This design comes from an exercise in tuning for small area on the open sky130 flow, not from production work.
The RTL was checked by simulation tests, not by an equivalence proof against the original design.
No activity file was given, so power comes from the tool's default toggle rates.

--- flow/run.sh ---
#!/bin/bash
# Standard ORFS layout with three changes: ports are buffered with the
# smallest buffer, clock tree synthesis inserts no dummy loads, and global
# routing downsizes gates off the critical paths (power recovery).
set -euo pipefail
export BUFFER_PORTS_ARGS="-buffer_cell sky130_fd_sc_hd__buf_1"
export CTS_ARGS="-sink_clustering_enable -repair_clock_nets -dont_use_dummy_load -buf_list sky130_fd_sc_hd__clkbuf_16 -sink_clustering_size 30 -sink_clustering_max_diameter 80"
export RECOVER_POWER=100
bash standard.sh finish > standard_flow.log 2>&1
--- standard.sh ---
#!/bin/bash
# synth_recipe.tcl (not shown) runs the flow's synth.tcl, then flattens the netlist and writes it again
# the make line also repeats each setting of config.mk as NAME=value (left out here)
make -C /OpenROAD-flow-scripts/flow DESIGN_CONFIG=/design/flow/config.mk WORK_HOME=/design/flow/orfs CLKGATE_MAP_FILE= SYNTH_SCRIPT=/design/flow/synth_recipe.tcl "${@:-finish}"
--- config.mk ---
export PLATFORM = sky130hd
export DESIGN_NAME = processor
export DESIGN_NICKNAME = processor
export VERILOG_FILES = /design/flow/design.v
export SDC_FILE = /design/flow/constraint.sdc
export NUM_CORES = 4
export LEC_CHECK = 0
export CAP_MARGIN = 25
export CORE_MARGIN = 2
export CORE_UTILIZATION = 63
export CTS_BUF_LIST = sky130_fd_sc_hd__clkbuf_16
export CTS_CLUSTER_DIAMETER = 80
export CTS_CLUSTER_SIZE = 30
export SETUP_SLACK_MARGIN = 0
export SLEW_MARGIN = 15
export SYNTH_HIERARCHICAL = 1
--- constraint.sdc ---
create_clock -name core_clock -period 14.0 [get_ports {clk}]
set_input_delay 2.8000 -clock core_clock [delete_from_list [all_inputs] [get_ports {clk}]]
set_output_delay 2.8000 -clock core_clock [all_outputs]
set_load 0.01 [all_outputs]
--- design.v ---
module processor( input         clk, reset,
                  output [31:0] PC,
                  input  [31:0] instruction,
                  output        WE,
                  output [31:0] address_to_mem,
                  output [31:0] data_to_mem,
                  input  [31:0] data_from_mem
                );
    wire [6:0] opcode = instruction[6:0];
    wire [2:0] f3     = instruction[14:12];
    wire [6:0] f7     = instruction[31:25];
    wire [4:0] a1     = instruction[19:15];
    wire [4:0] a2     = instruction[24:20];
    wire [4:0] a3     = instruction[11:7];
    wire is_op    = opcode == 7'b0110011;
    wire is_addi  = opcode == 7'b0010011;
    wire is_qb    = opcode == 7'b0001011;
    wire is_lw    = opcode == 7'b0000011;
    wire is_sw    = opcode == 7'b0100011;
    wire is_beq   = opcode == 7'b1100011;
    wire is_jal   = opcode == 7'b1101111;
    wire is_jalr  = opcode == 7'b1100111;
    wire is_auipc = opcode == 7'b0010111;
    wire is_lui   = opcode == 7'b0110111;
    wire stop     = ~(is_op | is_addi | is_qb | is_lw | is_sw | is_beq |
                      is_jal | is_jalr | is_auipc | is_lui);
    wire f7_zero = f7 == 7'b0000000;
    wire f7_sub  = f7 == 7'b0100000;
    wire op_and  = is_op & f7_zero & (f3 == 3'b111);
    wire op_slt  = is_op & f7_zero & (f3 == 3'b010);
    wire op_sll  = is_op & f7_zero & (f3 == 3'b001);
    wire op_srl  = is_op & f7_zero & (f3 == 3'b101);
    wire op_sra  = is_op & f7_sub  & (f3 == 3'b101);
    wire op_sub  = is_op & f7_sub  & (f3 != 3'b101);
    wire op_shift = op_sll | op_srl | op_sra;
    wire reg_write = is_op | is_addi | is_qb | is_lw | is_jal | is_jalr |
                     is_auipc | is_lui;
    reg  [31:0] my_PC;
    wire [31:0] rs1, rs2, wd;
    wire [31:0] r [0:31];
    assign r[0] = 32'b0;
    wire [31:1] sel1, sel2, wen;
    genvar gi;
    generate
        for (gi = 1; gi < 32; gi = gi + 1) begin : g_reg
            reg [31:0] q;
            always @(posedge clk)
                if (wen[gi]) q <= wd;
            assign r[gi]    = q;
        end
    endgenerate
    wire [32*31-1:0] rflat;
    generate
        for (gi = 1; gi < 32; gi = gi + 1) begin : g_flat
            assign rflat[32*(gi-1) +: 32] = r[gi];
        end
    endgenerate
    seldec d1(.a(a1), .y(sel1));
    seldec d2(.a(a2), .y(sel2));
    wendec d3(.a(a3), .en(reg_write), .force1(reset), .y(wen));
    rdport p1(.sel(sel1), .d(rflat), .y(rs1));
    rdport p2(.sel(sel2), .d(rflat), .y(rs2));
    wire [31:0] immI = {{21{instruction[31]}}, instruction[30:20]};
    wire [31:0] immS = {{21{instruction[31]}}, instruction[30:25], instruction[11:7]};
    wire [31:0] immB = {{20{instruction[31]}}, instruction[7], instruction[30:25], instruction[11:8], 1'b0};
    wire [31:0] immJ = {{12{instruction[31]}}, instruction[19:12], instruction[20], instruction[30:21], 1'b0};
    wire [31:0] immU = {instruction[31:12], 12'b0};
    wire use_pc = is_auipc | is_jal | is_beq;
    wire negb   = op_sub | op_slt;
    wire useR   = is_op | is_qb;
    wire selA_r = ~(use_pc | is_lui);
    wire selI   = is_addi | is_lw | is_jalr;
    wire selS   = is_sw;
    wire selB   = is_beq;
    wire selJ   = is_jal;
    wire selU   = is_auipc | is_lui;
    wire [31:0] sum;
    addsec u_add(.rs1(rs1), .rs2(rs2), .pc(my_PC), .ins(instruction[31:7]),
                 .selA_r(selA_r), .selA_pc(use_pc), .useR(useR), .negb(negb), .qb(is_qb),
                 .selI(selI), .selS(selS), .selB(selB), .selJ(selJ), .selU(selU),
                 .sum(sum));
    wire slt = (rs1[31] ^ rs2[31]) ? rs1[31] : sum[31];
    wire [31:0] shr, shl;
    wire big  = |rs2[31:5];
    wire fill = op_sra & rs1[31];
    shifter u_sh(.x(rs1), .amt(rs2[4:0]), .left(op_sll), .fill(fill), .r(shr), .l(shl));
    wire [31:0] pc4;
    inc30 u_inc(.pc(my_PC[31:2]), .y(pc4[31:2]));
    assign pc4[1:0] = my_PC[1:0];
    wire sh_r = (op_srl | op_sra) & ~big;
    wire sh_l = op_sll & ~big;
    wire nrst = ~reset;
    wire sh_f = op_sra & big & rs1[31] & nrst;
    wire s_sum = ~(is_lw | is_jal | is_jalr | op_and | op_slt | op_shift) & nrst;
    wbmux u_wb(.s_mem(is_lw & nrst), .s_pc4((is_jal | is_jalr) & nrst), .s_and(op_and & nrst),
               .s_slt(op_slt & nrst), .s_shr(sh_r & nrst), .s_shl(sh_l & nrst), .s_sum(s_sum),
               .fillall(sh_f),
               .mem(data_from_mem), .pc4(pc4), .rs1(rs1), .rs2(rs2), .slt(slt),
               .shr(shr), .shl(shl), .sum(sum), .y(wd));
    wire eqv;
    eqm u_eq(.a(rs1), .b(rs2), .eq(eqv));
    wire taken = is_jal | is_jalr | (is_beq & eqv);
    always @(posedge clk)
        if (reset)      my_PC <= 32'b0;
        else if (stop)  my_PC <= my_PC;
        else if (taken) my_PC <= sum;
        else            my_PC <= pc4;
    assign PC = my_PC;
    assign WE = is_sw;
    assign address_to_mem = sum;
    assign data_to_mem = rs2;
endmodule
module rdport(input [31:1] sel, input [32*31-1:0] d, output [31:0] y);
    genvar b;
    generate
        for (b = 0; b < 32; b = b + 1) begin : g_bit
            wire [31:1] t;
            wire [9:0]  g;
            genvar k;
            for (k = 1; k < 32; k = k + 1) begin : g_t
                assign t[k] = d[32*(k-1) + b];
            end
            for (k = 0; k < 10; k = k + 1) begin : g_g
                aoi222 u(.a1(sel[3*k+1]), .a2(t[3*k+1]), .b1(sel[3*k+2]), .b2(t[3*k+2]),
                         .c1(sel[3*k+3]), .c2(t[3*k+3]), .y(g[k]));
            end
            wire n31, o0, o1, z;
            nand2g u31(.a(sel[31]), .b(t[31]), .y(n31));
            nand4g u0(.a(g[0]), .b(g[1]), .c(g[2]), .d(g[3]), .y(o0));
            nand4g u1(.a(g[4]), .b(g[5]), .c(g[6]), .d(g[7]), .y(o1));
            nor2g  u2(.a(o0), .b(o1), .y(z));
            nand4g uo(.a(z), .b(g[8]), .c(g[9]), .d(n31), .y(y[b]));
        end
    endgenerate
endmodule
module aoi222(input a1, a2, b1, b2, c1, c2, output y);
    assign y = ~((a1 & a2) | (b1 & b2) | (c1 & c2));
endmodule
module nand2g(input a, b, output y);
    assign y = ~(a & b);
endmodule
module nand3g(input a, b, c, output y);
    assign y = ~(a & b & c);
endmodule
module nand4g(input a, b, c, d, output y);
    assign y = ~(a & b & c & d);
endmodule
module or3g(input a, b, c, output y);
    assign y = a | b | c;
endmodule
module mux2i(input a0, a1, s, output y);
    assign y = ~(s ? a1 : a0);
endmodule
module shifter(input [31:0] x, input [4:0] amt, input left, input fill,
               output [31:0] r, output [31:0] l);
    wire [31:0] s0, s1, s2, s3, s4, s5;
    wire nfill = ~fill;
    genvar i;
    generate
        for (i = 0; i < 32; i = i + 1) begin : g_s
            mux2i u0(.a0(x[i]),  .a1(x[31-i]), .s(left), .y(s0[i]));
            mux2i u1(.a0(s0[i]), .a1(i + 1  < 32 ? s0[(i+1)  % 32] : nfill), .s(amt[0]), .y(s1[i]));
            mux2i u2(.a0(s1[i]), .a1(i + 2  < 32 ? s1[(i+2)  % 32] :  fill), .s(amt[1]), .y(s2[i]));
            mux2i u3(.a0(s2[i]), .a1(i + 4  < 32 ? s2[(i+4)  % 32] : nfill), .s(amt[2]), .y(s3[i]));
            mux2i u4(.a0(s3[i]), .a1(i + 8  < 32 ? s3[(i+8)  % 32] :  fill), .s(amt[3]), .y(s4[i]));
            mux2i u5(.a0(s4[i]), .a1(i + 16 < 32 ? s4[(i+16) % 32] : nfill), .s(amt[4]), .y(s5[i]));
            assign r[i] = s5[i];
            assign l[i] = s5[31-i];
        end
    endgenerate
endmodule
module wbmux(input s_mem, s_pc4, s_and, s_slt, s_shr, s_shl, s_sum, fillall,
             input [31:0] mem, pc4, rs1, rs2, input slt,
             input [31:0] shr, shl, sum, output [31:0] y);
    genvar i;
    generate
        for (i = 0; i < 32; i = i + 1) begin : g_b
            wire n1, n2, np;
            a32oi  u1(.a1(rs1[i]), .a2(rs2[i]), .a3(s_and), .b1(s_mem), .b2(mem[i]), .y(n1));
            nand2g up(.a(s_pc4), .b(pc4[i]), .y(np));
            aoi222 u2(.a1(s_shr), .a2(shr[i]), .b1(s_shl), .b2(shl[i]), .c1(s_sum), .c2(sum[i]), .y(n2));
            if (i == 0) begin : g_0
                wire n3 = ~((s_slt & slt) | fillall);
                nand4g u3(.a(n1), .b(n2), .c(n3), .d(np), .y(y[i]));
            end else begin : g_n
                wire nf = ~fillall;
                nand4g u3(.a(n1), .b(n2), .c(nf), .d(np), .y(y[i]));
            end
        end
    endgenerate
endmodule
module inc30(input [29:0] pc, output [29:0] y);
    wire [30:0] c;
    assign c[0] = 1'b1;
    genvar i;
    generate
        for (i = 0; i < 30; i = i + 1) begin : g_i
            hadd u(.a(pc[i]), .b(c[i]), .s(y[i]), .c(c[i+1]));
        end
    endgenerate
endmodule
module eqm(input [31:0] a, b, output eq);
    assign eq = a == b;
endmodule
module addsec(input [31:0] rs1, rs2, pc, input [31:7] ins,
              input selA_r, selA_pc, useR, negb, qb,
              input selI, selS, selB, selJ, selU,
              output [31:0] sum);
    wire [31:0] na, nb, x, g, p, gq, pq;
    wire selIJ   = selI | selJ;
    wire selSB   = selS | selB;
    wire selIS   = selI | selS;
    wire selISB  = selI | selS | selB;
    wire selJU   = selJ | selU;
    wire selIm   = selISB | selJ;
    wire selAll  = selIm | selU;
    genvar i;
    generate
        for (i = 0; i < 32; i = i + 1) begin : g_op
            a22oi ua(.a1(rs1[i]), .a2(selA_r), .b1(pc[i]), .b2(selA_pc), .y(na[i]));
            xor2g ux(.a(rs2[i]), .b(negb), .y(x[i]));
            if (i == 0) begin : b0
                aoi222 ub(.a1(useR), .a2(x[i]), .b1(selI), .b2(ins[20]), .c1(selS), .c2(ins[7]), .y(nb[i]));
            end else if (i < 5) begin : b4
                aoi222 ub(.a1(useR), .a2(x[i]), .b1(selIJ), .b2(ins[20+i]), .c1(selSB), .c2(ins[7+i]), .y(nb[i]));
            end else if (i < 11) begin : b10
                a22oi  ub(.a1(useR), .a2(x[i]), .b1(selIm), .b2(ins[20+i]), .y(nb[i]));
            end else if (i == 11) begin : b11
                assign nb[i] = ~((useR & x[i]) | (selIS & ins[31]) | (selB & ins[7]) | (selJ & ins[20]));
            end else if (i < 20) begin : b19
                aoi222 ub(.a1(useR), .a2(x[i]), .b1(selISB), .b2(ins[31]), .c1(selJU), .c2(ins[i]), .y(nb[i]));
            end else if (i < 31) begin : b30
                aoi222 ub(.a1(useR), .a2(x[i]), .b1(selIm), .b2(ins[31]), .c1(selU), .c2(ins[i]), .y(nb[i]));
            end else begin : b31
                a22oi  ub(.a1(useR), .a2(x[i]), .b1(selAll), .b2(ins[31]), .y(nb[i]));
            end
            xor2g up(.a(na[i]), .b(nb[i]), .y(p[i]));
            if (i % 8 == 7) begin : q
                nor3g ug(.a(na[i]), .b(nb[i]), .c(qb), .y(g[i]));
                nor2bg uq(.a(qb), .bn(p[i]), .y(pq[i]));
            end else begin : nq
                nor2g ug(.a(na[i]), .b(nb[i]), .y(g[i]));
                assign pq[i] = p[i];
            end
        end
    endgenerate
    assign gq[0] = 1'b0;
    wire g0c;
    a21og u0(.a1(p[0]), .a2(negb), .b1(g[0]), .y(g0c));
    wire [31:0] G0 = {g[31:1], g0c};
    wire [31:0] P0 = pq;
    wire [31:0] G1, P1, G2, P2, G3, P3, G4, P4, G5;
    generate
        for (i = 0; i < 32; i = i + 1) begin : g_up
            if (i % 2 == 1) begin : l1
                a21og ug(.a1(P0[i]), .a2(G0[i-1]), .b1(G0[i]), .y(G1[i]));
                if (i >= 2) begin : pp and2g up(.a(P0[i]), .b(P0[i-1]), .y(P1[i])); end
                else begin : np assign P1[i] = 1'b0; end
            end else begin : k1
                assign G1[i] = G0[i]; assign P1[i] = P0[i];
            end
            if (i % 4 == 3) begin : l2
                a21og ug(.a1(P1[i]), .a2(G1[i-2]), .b1(G1[i]), .y(G2[i]));
                if (i >= 4) begin : pp and2g up(.a(P1[i]), .b(P1[i-2]), .y(P2[i])); end
                else begin : np assign P2[i] = 1'b0; end
            end else begin : k2
                assign G2[i] = G1[i]; assign P2[i] = P1[i];
            end
            if (i % 8 == 7) begin : l3
                a21og ug(.a1(P2[i]), .a2(G2[i-4]), .b1(G2[i]), .y(G3[i]));
                if (i >= 8) begin : pp and2g up(.a(P2[i]), .b(P2[i-4]), .y(P3[i])); end
                else begin : np assign P3[i] = 1'b0; end
            end else begin : k3
                assign G3[i] = G2[i]; assign P3[i] = P2[i];
            end
            if (i % 16 == 15) begin : l4
                a21og ug(.a1(P3[i]), .a2(G3[i-8]), .b1(G3[i]), .y(G4[i]));
                if (i >= 16) begin : pp and2g up(.a(P3[i]), .b(P3[i-8]), .y(P4[i])); end
                else begin : np assign P4[i] = 1'b0; end
            end else begin : k4
                assign G4[i] = G3[i]; assign P4[i] = P3[i];
            end
        end
    endgenerate
    assign G5 = G4;
    wire [31:0] C3, C2, C1, C0;
    generate
        for (i = 0; i < 32; i = i + 1) begin : g_dn
            if (i == 23) begin : d3
                a21og u(.a1(P3[i]), .a2(G5[15]), .b1(G5[i]), .y(C3[i]));
            end else begin : e3
                assign C3[i] = G5[i];
            end
            if (i % 8 == 3 && i >= 8) begin : d2
                a21og u(.a1(P2[i]), .a2(C3[i-4]), .b1(C3[i]), .y(C2[i]));
            end else begin : e2
                assign C2[i] = C3[i];
            end
            if (i % 4 == 1 && i >= 4) begin : d1
                a21og u(.a1(P1[i]), .a2(C2[i-2]), .b1(C2[i]), .y(C1[i]));
            end else begin : e1
                assign C1[i] = C2[i];
            end
            if (i % 2 == 0 && i >= 2) begin : d0
                a21og u(.a1(P0[i]), .a2(C1[i-1]), .b1(C1[i]), .y(C0[i]));
            end else begin : e0
                assign C0[i] = C1[i];
            end
        end
    endgenerate
    generate
        for (i = 0; i < 32; i = i + 1) begin : g_s
            if (i == 0) begin : s0
                xor2g u(.a(p[i]), .b(negb), .y(sum[i]));
            end else begin : sn
                xor2g u(.a(p[i]), .b(C0[i-1]), .y(sum[i]));
            end
        end
    endgenerate
endmodule
module hadd(input a, b, output s, c);
    assign s = a ^ b;
    assign c = a & b;
endmodule
module a22oi(input a1, a2, b1, b2, output y);
    assign y = ~((a1 & a2) | (b1 & b2));
endmodule
module a21og(input a1, a2, b1, output y);
    assign y = (a1 & a2) | b1;
endmodule
module and2g(input a, b, output y);
    assign y = a & b;
endmodule
module xor2g(input a, b, output y);
    assign y = a ^ b;
endmodule
module nor2g(input a, b, output y);
    assign y = ~(a | b);
endmodule
module nor3g(input a, b, c, output y);
    assign y = ~(a | b | c);
endmodule
module nor2bg(input a, bn, output y);
    assign y = ~(a | ~bn);
endmodule
module a32oi(input a1, a2, a3, b1, b2, output y);
    assign y = ~((a1 & a2 & a3) | (b1 & b2));
endmodule
module seldec(input [4:0] a, output [31:1] y);
    wire [3:0] lo;
    wire [7:0] hi;
    genvar i;
    generate
        for (i = 0; i < 4; i = i + 1) begin : g_lo
            assign lo[i] = a[1:0] == i;
        end
        for (i = 0; i < 8; i = i + 1) begin : g_hi
            assign hi[i] = a[4:2] == i;
        end
        for (i = 1; i < 32; i = i + 1) begin : g_y
            and2g u(.a(lo[i % 4]), .b(hi[i / 4]), .y(y[i]));
        end
    endgenerate
endmodule
module wendec(input [4:0] a, input en, force1, output [31:1] y);
    wire [3:0] lo;
    wire [7:0] hi;
    genvar i;
    generate
        for (i = 0; i < 4; i = i + 1) begin : g_lo
            assign lo[i] = (a[1:0] == i) & en;
        end
        for (i = 0; i < 8; i = i + 1) begin : g_hi
            assign hi[i] = a[4:2] == i;
        end
        for (i = 1; i < 32; i = i + 1) begin : g_y
            a21og u(.a1(lo[i % 4]), .a2(hi[i / 4]), .b1(force1), .y(y[i]));
        end
    endgenerate
endmodule
==> results.py, run 1 <==
metrics = {
    "detailed_routing": {
        "vias_per_cell": 9.03,
        "drc": 0,
        "wirelength_um": 193000,
        "avgRoutedWirePerCell_um": 44.1,
        "vias": 39600,
        "ant_nets": 0,
        "drt-pass1-iter-count": 17,
        "drt_iter0_drc": 11800,
    },
    "synth": {
        "avgSynthCellArea_um2": 15.4,
        "ys.flop_type": "edfxtp_1",
        "ys_ff_latch": 1024,
        "ys_async_sr_fraction": 0,
        "synth_edf_count": 992,
        "synth_cell_types": 58,
        "synth_nets": 3194,
        "syn-cell-area_um2": 47700,
        "yosysWarnings": 7,
        "syn_inst": 3098,
        "seq_area_frac_synth": 0.638,
    },
    "layout": {
        "syn_to_final_growth_pct": 7.40,
        "final_core_utilization": 0.685,
        "nets": 3505,
        "finalNonFillerCells": 4384,
        "drive_gt1_frac": 0.0669,
        "mostFrequentLayoutCells": "992 x edfxtp_1, 697 x a222oi_1, 228 x nand4_1",
        "layout_commonest_cell": "edfxtp_1",
    },
    "timing": {
        "setup_viol": 0,
        "fin_worst_skew_ns": 0.108,
        "min_period_ns": 13.35,
        "finalCritPeriodShare": 0.954,
        "fmax_mhz": 74.9,
        "relSlewSlack": -0.798,
        "rsz0062_at_grt": "false",
        "hold_viol": 0,
        "tightest_slew_ns": 2.70,
        "drv_slew": 2013,
        "fin_setup_tns_ns": 0,
    },
    "cts": {
        "cts_tree": "done",
        "post-cts-setup-buffers": 0,
        "cts.clk_slew.worst_paths_ns": 0.07,
        "clockRootBuffer": "clkbuf_16",
        "cts.sinks": 1024,
        "ctsHoldBuffers": 0,
        "cts-resized-gates": 0,
        "insertion_delay_ns": 0.67,
        "cts_buffers": 43,
        "clockBufferDepth": 3,
        "h-tree-depth": 2,
    },
    "global_route": {
        "grt_pass1_vias": 36300,
        "antenna_found_initial": 12,
        "grt_pass1_wl_um": 267000,
        "grtUsageTotal": 0.481,
        "grt_max_degree": 70,
        "grt_overflow_total": 0,
    },
    "outcome": {
        "so.violations": "capacitance limit, slew limit",
        "outcome": "complete, but fails checks",
    },
    "critical_path": {
        "crit_fanout": 17,
        "critPathRequiredTime_ns": 11.20,
        "worstPathArrival_ns": 10.55,
        "path_class": "in2out",
        "end_kind": "output pin",
        "start_kind": "primary input",
    },
    "die": {
        "start_util": 0.638,
        "core_um2": 74700,
        "dieArea_um2": 77900,
        "die_x_um": 279,
        "io_pins": 163,
        "die_h_um": 279,
        "rows": 100,
    },
    "power_and_ir_drop": {
        "p_per_area_nw_per_um2": 133,
        "p_leak_nw": 17.7,
        "peakVddDrop_v": 0.000162,
    },
    "run": {
        "cap_violations": 64,
    },
    "placed_design": {
        "hpwlAfterDp_um": 125000,
        "io_buffers": 162,
        "place_congestion": 1.05,
        "placedCellCount": 4326,
    },
    "min_path": {
        "holdCritPathClass": "reg2reg",
    },
}
## Yosys cell counts (all sizes together) (22+ instances only)
cell,number,area (um2)
nor2,109,409
ha,30,375
buf,53,384
and2,90,563
a22oi,39,488
a222oi,697,6980
a32oi,32,280
o22ai,30,188
xor2,128,1120
nor3,22,136
nand4,228,1430
a21o,84,631
nand2,103,387
nand2b,30,188
mux2i,224,2240
dfxtp,32,641
edfxtp,992,29800
## worst max-delay path: stages
cell and delay (ns):
clkbuf_1 0.73, nor3b_1 0.43, and2_0 1.03, clkbuf_1 0.97, a222oi_1 0.33, nand4_1 0.36
nor2_1 0.12, nand4_1 0.44, xor2_1 0.13, a222oi_1 0.34, and2_0 0.33, xor2_1 0.31
and2_1 0.21, and2_1 0.15, and2_1 0.12, a21o_1 0.29, a21o_1 0.29, a21o_1 0.20
a21o_1 0.16, a21o_1 0.20, xor2_1 0.36, buf_1 0.21
## report_power, final
part / total (W) / switching [W] / internal, W
Combinational: 0.00138 / 0.00104 / 0.000347
Clock: 0.00143 / 0.000882 / 0.000552
Sequential: 0.00400 / 0.000182 / 0.00382
Total: 0.00682 / 0.00210 / 0.00472
## flip-flops by register name, indices dropped and copies added (netlist names)
| signal | cells |
|---|---|
| my_PC | 32 |
| g.q | 992 |
## modules after synthesis (local to each module, per instance), a selection
| module | flip-flops and latches | times used | cell area (um2) |
|---|---|---|---|
| nor2bg | 0 | 3 | 13.8 |
| nor2g | 0 | 92 | 3.75 |
| shifter | 0 | 1 | 244 |
| and2g | 0 | 84 | 6.26 |
| wbmux | 0 | 1 | 12.5 |
| xor2g | 0 | 96 | 8.76 |
| nand2g | 0 | 96 | 3.75 |
| hadd | 0 | 30 | 12.5 |
| a22oi | 0 | 39 | 12.5 |
| nand4g | 0 | 224 | 6.26 |
| eqm | 0 | 1 | 347 |
| nor3g | 0 | 3 | 10.0 |
## area by class of cell
| type | count | area [um2] |
|---|---|---|
| antenna | 8 | 20.0 |
| clock buffer | 43 | 1080 |
| fill | 5176 | 23500 |
| inverter | 7 | 26.3 |
| multi-input combinational | 1999 | 16800 |
| sequential | 1024 | 30400 |
| tap | 969 | 1210 |
| timing repair buffer | 334 | 1670 |
## metal layers
metal	global-route usage	up-vias	wire [um]
met5	0.00625	-	134
met4	0.268	14	16800
met3	0.188	997	36300
met2	0.702	4492	80100
met1	0.617	19100	60100
li1	-	15000	-
## final timing paths
kind                               endpoint                   from  slack (ns)  cells after the start
setup / recovery         address_to_mem[31]        instruction[22]        0.65                     22
setup reg to reg  g_reg[30].q[30]$_DFFE_PP_  my_PC[2]$_SDFFE_PP0P_        5.55                     32
hold reg to reg       my_PC[1]$_SDFFE_PP0P_  my_PC[1]$_SDFFE_PP0P_        0.67                      2
hold / removal        my_PC[1]$_SDFFE_PP0P_  my_PC[1]$_SDFFE_PP0P_        0.67                      2
## kinds of logic after synthesis
kind of cell / synth area share
flip-flops: 0.638
multiplexers: 0.0470
buffers and inverters: 0.00982
XOR/XNOR: 0.0237
AO/OA/AOI/OAI: 0.192
other: 0.0000787
adder cells (fa/ha/maj): 0.00829
AND/OR/NAND/NOR: 0.0810
## stage by stage
stage          power, W  hold slack [ns]  worst slack (ns)  cell area, um2
4_1_cts         0.00671            0.654              1.82           51500
3_5_place_dp    0.00534            0.644              1.86           50400
6_report        0.00682            0.669             0.647           51200
2_1_floorplan   0.00475            0.531              2.32           47700
5_1_grt         0.00692            0.701             0.727           51200
3_3_place_gp    0.00529            0.624              1.96           50400
==> inputs of run 2 (changes only) <==
==> flow/run.sh (replaced) <==
#!/bin/bash
# Standard ORFS layout with two changes: ports are buffered with the smallest
# buffer, and clock tree synthesis inserts no dummy loads.
set -euo pipefail
export BUFFER_PORTS_ARGS="-buffer_cell sky130_fd_sc_hd__buf_1"
export CTS_ARGS="-sink_clustering_enable -repair_clock_nets -dont_use_dummy_load -buf_list sky130_fd_sc_hd__clkbuf_16 -sink_clustering_size 25 -sink_clustering_max_diameter 80"
bash standard.sh finish > standard_flow.log 2>&1
--- a/config.mk
+++ b/config.mk
@@ -6,10 +6,10 @@
 export NUM_CORES = 4
 export LEC_CHECK = 0
-export CAP_MARGIN = 25
+export CAP_MARGIN = 15
 export CORE_MARGIN = 2
-export CORE_UTILIZATION = 63
+export CORE_UTILIZATION = 58
 export CTS_BUF_LIST = sky130_fd_sc_hd__clkbuf_16
 export CTS_CLUSTER_DIAMETER = 80
-export CTS_CLUSTER_SIZE = 30
+export CTS_CLUSTER_SIZE = 25
 export SETUP_SLACK_MARGIN = 0
 export SLEW_MARGIN = 15
==> run 2 against run 1 <==
Against the previous run:
- now clean on timing, DRC and antenna
- maximum frequency grew 4.8%
- hold slack lost 0.026 ns
- register-to-register slack gained 1.1 ns
- sequential share of layout area shrank 0.58 points
- synthesized cell count is the same
- power grew 1.3%
- critical path type unchanged
- largest cell class unchanged
==> results.py, run 2 <==
metrics = {
    "detailed_routing": {
        "drc": 0,
        "drt_iter0_drc": 10300,
        "vias": 38700,
        "vias_per_cell": 8.67,
        "ant_nets": 0,
        "drt-pass1-iter-count": 17,
        "avgRoutedWirePerCell_um": 43.3,
        "dr.max_layer_used": "met5",
        "wl_met2_um": 81900,
        "wirelength_um": 194000,
        "wl_met1_um": 64100,
        "wl_met3_um": 32900,
    },
    "timing": {
        "fin_setup_tns_ns": 0,
        "rsz0062_at_grt": "false",
        "hold_viol": 0,
        "setup_viol": 0,
        "tightest_slew_ns": 1.24,
        "fmax_mhz": 78.5,
        "min_period_ns": 12.74,
        "fin_worst_skew_ns": 0.129,
        "relSlewSlack": 0.175,
        "drv_slew": 0,
        "hold-worst-slack_ns": 0.643,
        "finalCritPeriodShare": 0.910,
    },
    "layout": {
        "layout_commonest_cell": "edfxtp_1",
        "drive_gt1_frac": 0.0958,
        "largest_reg_flops": 992,
        "syn_to_final_growth_pct": 8.46,
        "mostFrequentLayoutCells": "992 x edfxtp_1, 697 x a222oi_1, 228 x nand4_1",
        "fillers": 6047,
        "nets": 3492,
        "regMostFlops": "g.q",
        "final_core_utilization": 0.633,
        "largestRegisters": "g.q: 992 flops, my_PC: 32 flops",
    },
    "synth": {
        "synth_edf_count": 992,
        "synth_top_area_share": 0.625,
        "synth_nets": 3194,
        "synth_top_cell_by_area": "edfxtp_1",
        "synth_cell_types": 58,
        "syn_inst": 3098,
        "avgSynthCellArea_um2": 15.4,
        "ys_async_sr_fraction": 0,
        "yosys-top-cells-area": "edfxtp_1 62%, a222oi_1 15%, mux2i_1 4.7%, nand4_1 3.0%, xor2_1 2.4%",
        "ys_ff_latch": 1024,
        "yosysMostFrequentCell": "edfxtp_1",
        "seq_area_frac_synth": 0.638,
        "syn-cell-area_um2": 47700,
        "ys.flop_type": "edfxtp_1",
        "synth_common_cells": "992 x edfxtp_1, 697 x a222oi_1, 228 x nand4_1",
        "yosysWarnings": 7,
    },
    "cts": {
        "h-tree-depth": 2,
        "clockRootBuffer": "clkbuf_16",
        "cts_tree": "done",
        "ctsHoldBuffers": 0,
        "cts.sinks": 1024,
        "cts.clk_slew.worst_paths_ns": 0.05,
        "cts_buffers": 50,
        "post-cts-setup-buffers": 0,
        "cts-resized-gates": 0,
        "insertion_delay_ns": 0.69,
        "clockBufferDepth": 3,
    },
    "critical_path": {
        "start_kind": "primary input",
        "worstPathArrival_ns": 9.94,
        "path_class": "in2out",
        "critPathRequiredTime_ns": 11.20,
        "crit_fanout": 21,
        "end_kind": "output pin",
    },
    "run": {
        "cap_violations": 0,
    },
    "global_route": {
        "grt_max_degree": 71,
        "grt_pass1_vias": 35700,
        "antenna_found_initial": 14,
        "grt_pass1_wl_um": 268000,
        "grt_overflow_total": 0,
        "grtUsageTotal": 0.443,
    },
    "die": {
        "io_pins": 163,
        "dieArea_um2": 84500,
        "rows": 105,
        "die_h_um": 291,
        "start_util": 0.583,
        "core_um2": 81700,
        "die_x_um": 291,
    },
    "placed_design": {
        "place_congestion": 1.03,
        "io_buffers": 162,
        "hpwlAfterDp_um": 123000,
    },
    "power_and_ir_drop": {
        "peakVddDrop_v": 0.000147,
        "p_per_area_nw_per_um2": 134,
        "p_leak_nw": 17.9,
    },
    "min_path": {
        "holdCritPathClass": "reg2reg",
    },
    "outcome": {
        "outcome": "complete, no violations",
    },
}
-- run 2: cell counts after synthesis --
No cell type changed its count.
-- run 2: worst paths after layout --
path / from / to / slack, ns / cells past startpoint
worst max-delay path: instruction[24] / address_to_mem[31] / 1.26 / 22
worst min-delay path: my_PC[0]$_SDFFE_PP0P_ / my_PC[0]$_SDFFE_PP0P_ / 0.64 / 2
worst max register to register: my_PC[2]$_SDFFE_PP0P_ / g_reg[31].q[31]$_DFFE_PP_ / 6.65 / 33
worst min register to register: my_PC[0]$_SDFFE_PP0P_ / my_PC[0]$_SDFFE_PP0P_ / 0.64 / 2
-- run 2: critical path: stages --
cell and delay [ns]:
buf_1 0.88, nor3_1 0.20, and2_1 0.46, buf_4 0.39, a222oi_1 0.65, nand4_1 0.23, nor2_1 0.29, nand4_1 0.32
xor2_1 0.23, a222oi_1 0.55, xor2_1 0.28, a21o_1 0.21, a21o_1 0.18, a21o_1 0.21, a21o_1 0.29, a21o_1 0.32
a21o_1 0.29, a21o_1 0.20, a21o_1 0.16, a21o_1 0.19, xor2_1 0.36, buf_1 0.20
-- run 2: area by class of cell --
cell class / instances / area, um2 / share of cell area
diodes: 6 / 15.0 / 0.000290
clock buffers: 50 / 1250 / 0.0242
inverters: 7 / 26.3 / 0.000508
multi-input cells: 1999 / 16900 / 0.327
flip-flops and latches: 1024 / 30400 / 0.589
well taps: 1070 / 1340 / 0.0259
repair buffers: 314 / 1750 / 0.0339
-- run 2: kinds of logic after synthesis --
| logic type | after synthesis | synth area share |
|---|---|---|
| AO/OA/AOI/OAI | 937 | 0.192 |
| XOR/XNOR | 129 | 0.0237 |
| adder cells (fa/ha/maj) | 32 | 0.00829 |
| buffers and inverters | 75 | 0.00982 |
| flip-flops | 1024 | 0.638 |
| multiplexers | 224 | 0.0470 |
| other | 1 | 0.0000787 |
| AND/OR/NAND/NOR | 676 | 0.0810 |
-- run 2: power by group --
| group | internal, W | switching (W) | leakage, nW |
|---|---|---|---|
| sequential | 0.00381 | 0.000176 | 10.4 |
| clock | 0.000635 | 0.000920 | 0.616 |
| combinational | 0.000349 | 0.00103 | 6.85 |
-- run 2: stage by stage --
stage	cell area, um2	worst slack, ns	total power, W	instances
floorplan	47700	2.32	0.00475	3098
global placement	50400	1.89	0.00529	4414
detailed placement	50400	1.80	0.00533	4414
CTS	51700	1.78	0.00681	4464
global route	51700	1.29	0.00705	4465
finish	51700	1.26	0.00691	4470
-- run 2: per-module statistics from Yosys, one instance, submodules excluded, a selection --
module     flops+latches  times used
processor           1024           1
eqm                    0           1
wendec                 0           1
seldec                 0           2
addsec                 0           1
nor2bg                 0           3
hadd                   0          30
wbmux                  0           1
nor3g                  0           3
aoi222                 0         696
a21og                  0          84
and2g                  0          84
nand2g                 0          96
nor2g                  0          92
-- run 2: per-layer routing --
metal | track usage | vias up
met1 | 0.582 | 19000
met4 | 0.254 | 8
met2 | 0.650 | 3977
met5 | 0 | -
met3 | 0.145 | 770
li1 | - | 15000

[re-timing with driven ports]
How much do the figures lean on ideal ports? The routed layouts below were timed once more, with nothing changed but the port constraints.
Step 1: set_driving_cell puts a clkbuf_16 on clk and a buf_2 on each other input, an assumption about the parent block.
Step 2 moves the port delays by t, midway between the first and last clock arrival at a register: inputs arrive t later, outputs are due t later. That takes back most of the time a late clock gives input paths.
Slacks: no drivers / after step 1 / after step 2; pairs: no drivers / after step 1.
run	t, ns	slack for setup (ns)	pins driven straight from the clock port
run 1	0.690	0.647 / 0.622 / 0.622	1
run 2	0.697	1.262 / 1.230 / 1.230	1
The setup slack of run 2, which loses most, moves by -0.032 ns with the drivers and by -0.032 ns with both steps.
